Context: an optimization exercise on an open-source flow, tuned for small area and a short achievable clock period. The choices shown serve that exercise and are no tape-out recipe.
In this exercise RTL edits were held to simulation tests only and were not proved equivalent to the original.
Power figures rest on the tool's default switching activity, not on a simulated workload.

==> design/flow/run.sh <==
#!/bin/bash
# synth_recipe.tcl (not shown) runs the flow's synth.tcl, then flattens the netlist and writes it again
# the make line also repeats each setting of config.mk as NAME=value (left out here)
make -C /OpenROAD-flow-scripts/flow DESIGN_CONFIG=/design/flow/config.mk WORK_HOME=/design/flow/orfs CLKGATE_MAP_FILE= SYNTH_SCRIPT=/design/flow/synth_recipe.tcl finish
==> design/flow/config.mk <==
export PLATFORM = sky130hd
export DESIGN_NAME = ALU
export DESIGN_NICKNAME = ALU
export VERILOG_FILES = /design/flow/design.v
export SDC_FILE = /design/flow/constraint.sdc
export NUM_CORES = 4
export LEC_CHECK = 0
export CAP_MARGIN = 20
export CORE_MARGIN = 2
export CORE_UTILIZATION = 40
export SLEW_MARGIN = 20
==> design/flow/constraint.sdc <==
create_clock -name core_clock -period 5.0 [get_ports {clk}]
set_input_delay 1.0000 -clock core_clock [delete_from_list [all_inputs] [get_ports {clk}]]
set_output_delay 1.0000 -clock core_clock [all_outputs]
set_load 0.01 [all_outputs]
==> design/flow/design.v <==
module ALU(clk,operand_a,operand_b,result,opcode,zero_flag);
    parameter OPERAND_SIZE=32;
    parameter OPCODE_SIZE=8;
    input clk;
    input[OPERAND_SIZE-1:0] operand_a;
    input[OPERAND_SIZE-1:0] operand_b;
    input[OPCODE_SIZE-1:0] opcode;
    output reg[OPERAND_SIZE-1:0] result;
    output reg zero_flag;
    always@(posedge clk)
    begin
        casex(opcode)
        { {(OPCODE_SIZE-3){1'b0}},1'b0,1'b0 }:begin  
            result<=operand_a+operand_b;
        end
        { {(OPCODE_SIZE-3){1'b0}},1'b0,1'b1 }:begin  
            result<=operand_a+(~operand_b+32'b1);
        end
        { {(OPCODE_SIZE-3){1'b0}},1'b1,1'b0}:begin  
            result<=operand_a & operand_b;
        end
        { {(OPCODE_SIZE-3){1'b0}},1'b1,1'b1 }:begin  
            result<=operand_a | operand_b; 
        end
        { {(OPCODE_SIZE-4){1'b0}},1'b1,1'b0,1'b0 }:begin 
            result<=~(operand_a | operand_b);
        end
        { {(OPCODE_SIZE-4){1'b0}},1'b1,1'b0,1'b1 }:begin  
            result<=operand_a ^ operand_b;
        end
        { {(OPCODE_SIZE-4){1'b0}},1'b1,1'b1,1'b0 }:begin  
            result<=( operand_a < operand_b ? {OPERAND_SIZE-1{1'b1}}:{OPERAND_SIZE-1{1'b0}} );
        end
        default: begin  
            result<={OPERAND_SIZE{1'b0}};
        end
        endcase
        if(result==0)
                zero_flag<=1'b1;
        else
            zero_flag<=1'b0;
    end
endmodule
==> notes.md <==
## flip-flops by register name, summed over array words and instances, names as in the netlist
register / count
result: 32
zero_flag: 1
## kinds of logic after synthesis
| logic type | share of synthesized area, % |
|---|---|
| AOI/OAI and AO/OA | 35.6 |
| and+or+nand+nor | 21.2 |
| buffers and inverters | 9.10 |
| adders and majority gates | 22.1 |
| DFF | 10.8 |
| xor gates and xnor gates | 1.00 |
| muxes | 0.163 |
## routing by layer
metal / vias to the layer above / track usage, %
met5: - / 0
met4: 0 / 5.04
met3: 26 / 3.01
met2: 292 / 42.2
met1: 3292 / 37.5
li1: 3400 / -
## critical path, delay by kind of cell
family | cells | cell delay, ps
AOI/OAI and AO/OA | 7 | 1780
adders and majority gates | 1 | 450
buffers and inverters | 2 | 580
and+or+nand+nor | 2 | 750
## cell usage in the layout (no fill, tap or decap), types with 12 or more instances in the layout
| cell | n |
|---|---|
| nand2_1 | 63 |
| clkdlybuf4s50_1 | 105 |
| o21ai_0 | 53 |
| nand4_1 | 13 |
| nor2_1 | 83 |
| nor4_1 | 16 |
| a22oi_1 | 12 |
| a221oi_1 | 30 |
| a21oi_1 | 76 |
| o21bai_1 | 13 |
| buf_4 | 22 |
| inv_1 | 93 |
| dfxtp_1 | 33 |
| o2111ai_1 | 13 |
| nor3_1 | 20 |
| nand3_1 | 34 |
| ha_1 | 105 |
| o31ai_1 | 14 |
## per-stage QoR
stage / instance area (um2) / hold slack [ps] / utilization [%] / total power, mW / instances
after floorplan: 6130 / 549 / - / 0.687 / 883
after global placement: 7400 / 539 / 49.0 / 0.927 / 1146
after detailed placement: 7400 / 539 / 49.0 / 0.926 / 1146
after CTS: 7570 / 549 / 50.2 / 1.31 / 1154
after global routing: 7570 / 596 / 50.2 / 1.39 / 1154
final: 7570 / 550 / 50.2 / 1.32 / 1154
## cell type report
| class | count | area, um2 | area share, % |
|---|---|---|---|
| Sequential cell | 33 | 661 | 8.72 |
| Multi-Input combinational cell | 704 | 4920 | 64.9 |
| Clock inverter | 2 | 37.5 | 0.496 |
| Clock buffer | 6 | 139 | 1.83 |
| Timing Repair Buffer | 128 | 1240 | 16.3 |
| Tap cell | 188 | 235 | 3.11 |
| Inverter | 93 | 349 | 4.61 |
## power by group
group,total [mW],switching [mW],internal (mW)
Clock,0.382,0.133,0.249
Sequential,0.300,0.0166,0.283
Combinational,0.636,0.367,0.269
## worst max-delay path by stage
| stage | start | endpoint | slack [ps] |
|---|---|---|---|
| after floorplan | operand_a[0] | result[30] | 1200 |
| after global placement | operand_a[4] | result[30] | 400 |
| after detailed placement | operand_a[4] | result[30] | 390 |
| after CTS | operand_a[1] | result[31] | 650 |
| after global routing | operand_b[1] | result[31] | 420 |
| final | operand_a[9] | result[30] | 610 |
==> metrics.yaml <==
slew_viol_final: 0
antenna_found_initial: 0
cts_root_buf: "clkbuf_16"
grt_max_degree: 33
syn_to_final_growth_pct: 23.6
synth_cell_types: 65
pre_cts_ws_ps: 388
hp-start: "result[27]"
cts.repair.resized: 0
path_class: "input port to register"
status: "finished clean"
htreeDepth: 2
syn-cell-area_mm2: 0.00613
reg2reg_depth: 3
die_x_um: 128
numCtsBuffers: 5
numPortBuffers: 105
rows: 45
wl_met1_mm: 10.2
yosys-top-cells-area: "ha_1, dfxtp_1, a21oi_1"
drt_pass1_iterations: 7
drive_gt1_share_pct: 5.38
synth_seq_area_share_pct: 10.8
cpMaxStageDelayCell: "or4b_4"
fin_nets: 1145
period_needed_ps: 4390
syn_inst: 883
rsz0062_at_grt: "false"
synth_edf_count: 0
num_antenna_cells: 0
critPathMaxStageDelay_ps: 550
crit_fanout: 12
synth_seq_cells: 33
maxSlewHeadroom_pct: 31.1
num_vias: 7010
grt_usage_pct: 26.0
timing.fmax_mhz: 228
period_share_pct: 87.8
leakage_nw: 3.37
yosys_warnings: 1
syn_nets: 1063
crit-reg2reg-capture: "zero_flag"
top_layer_used: "met4"
grt_pass1_vias: 6358
regToRegSetupSlack_ps: 3700
grt_pass1_wl_mm: 34.4
crit_required_ps: 5170
start_util_pct: 40.6
dieHeight_um: 128
arrival_ps: 4560
met2_length_mm: 9.61
fin_ws_ps: 610
hold_violations: 0
synth.top_cell.area_share_pct: 21.4
cts_sinks: 33
post_cts_buffers: 0
boundaryPins: 106
place_congestion: 0.939
vias_per_cell: 6.07
yosysMostFrequentCell: "ha_1"
async_reset_ff_share_pct: 0
maxCapViolations: 0
min_path_type: "register to register"
min_to: "zero_flag"
cts_hold_buf: 0
synth_top_cell_by_area: "ha_1"
power_density_mw_per_mm2: 174
grt.overflow.total: 0
wl_mm: 21.6
fin_skew_ps: 5.46
drt-initial-drc-count: 705
end_kind: "register"
regToRegStartpoint: "result[17]"
cts_tree: "yes"
synth_common_cells: "ha_1, inv_1, nor2_1, a21oi_1, nand2_1"
dpl.hpwl_mm: 16.6
core_area_mm2: 0.0151
synth.avg_cell_area_um2: 6.94
postRouteAntennaNets: 0
ir_worst_vdd_v: 0.000120
setup_viol: 0
dr_wl_met3_mm: 1.44
holdPathStages: 3
wl_per_cell_um: 18.7
cts.clk_slew.worst_paths_ps: 60
crit_chain: "clkdlybuf4s50_1 > inv_1 > ha_1 > nand4_1 > o21bai_1 > a21oi_2 > or4b_4 > a211oi_4 > o21ai_2 > a2111o_1 > a21o_1 > a311o_1"
tightest_slew_ps: 1030
synth_ff_type: "dfxtp_1"
cts_max_path_buffers: 2
clock_latency_ps: 280
fill_cells: 1538
dieArea_mm2: 0.0163
setup-tns-final_ps: 0
cp-start-kind: "input port"
drc: 0

[re-timing with driven ports]
The flow's constraints put no driver on any port. The routed layout listed below was extracted and timed again, unchanged, in two steps. Step 1 (the two cells are an assumption about what drives the block):
set clk [get_ports {clk}]
set_driving_cell -lib_cell sky130_fd_sc_hd__clkbuf_16 $clk
set_driving_cell -lib_cell sky130_fd_sc_hd__buf_2 [delete_from_list [all_inputs] $clk]
Step 2 times the ports against the registers' clock, not the clock port: input delays grow and output delays shrink by t, the midpoint of the rising clock arrivals with the driver on. Slacks: ideal / step 1 / step 2; pairs: ideal / step 1.
shift t [ns]: 0.321
slack for setup (ns): 0.610 / 0.625 / 0.304
slew at the worst register clock pin (ns): 0.06 / 0.06
worst data-port slew with drivers (ns): 0.04
pins driven straight from the clock port: 1
After both steps setup and hold are still met in this run. The setup slack of this run moves by +0.015 ns with the drivers and by -0.306 ns with both steps.
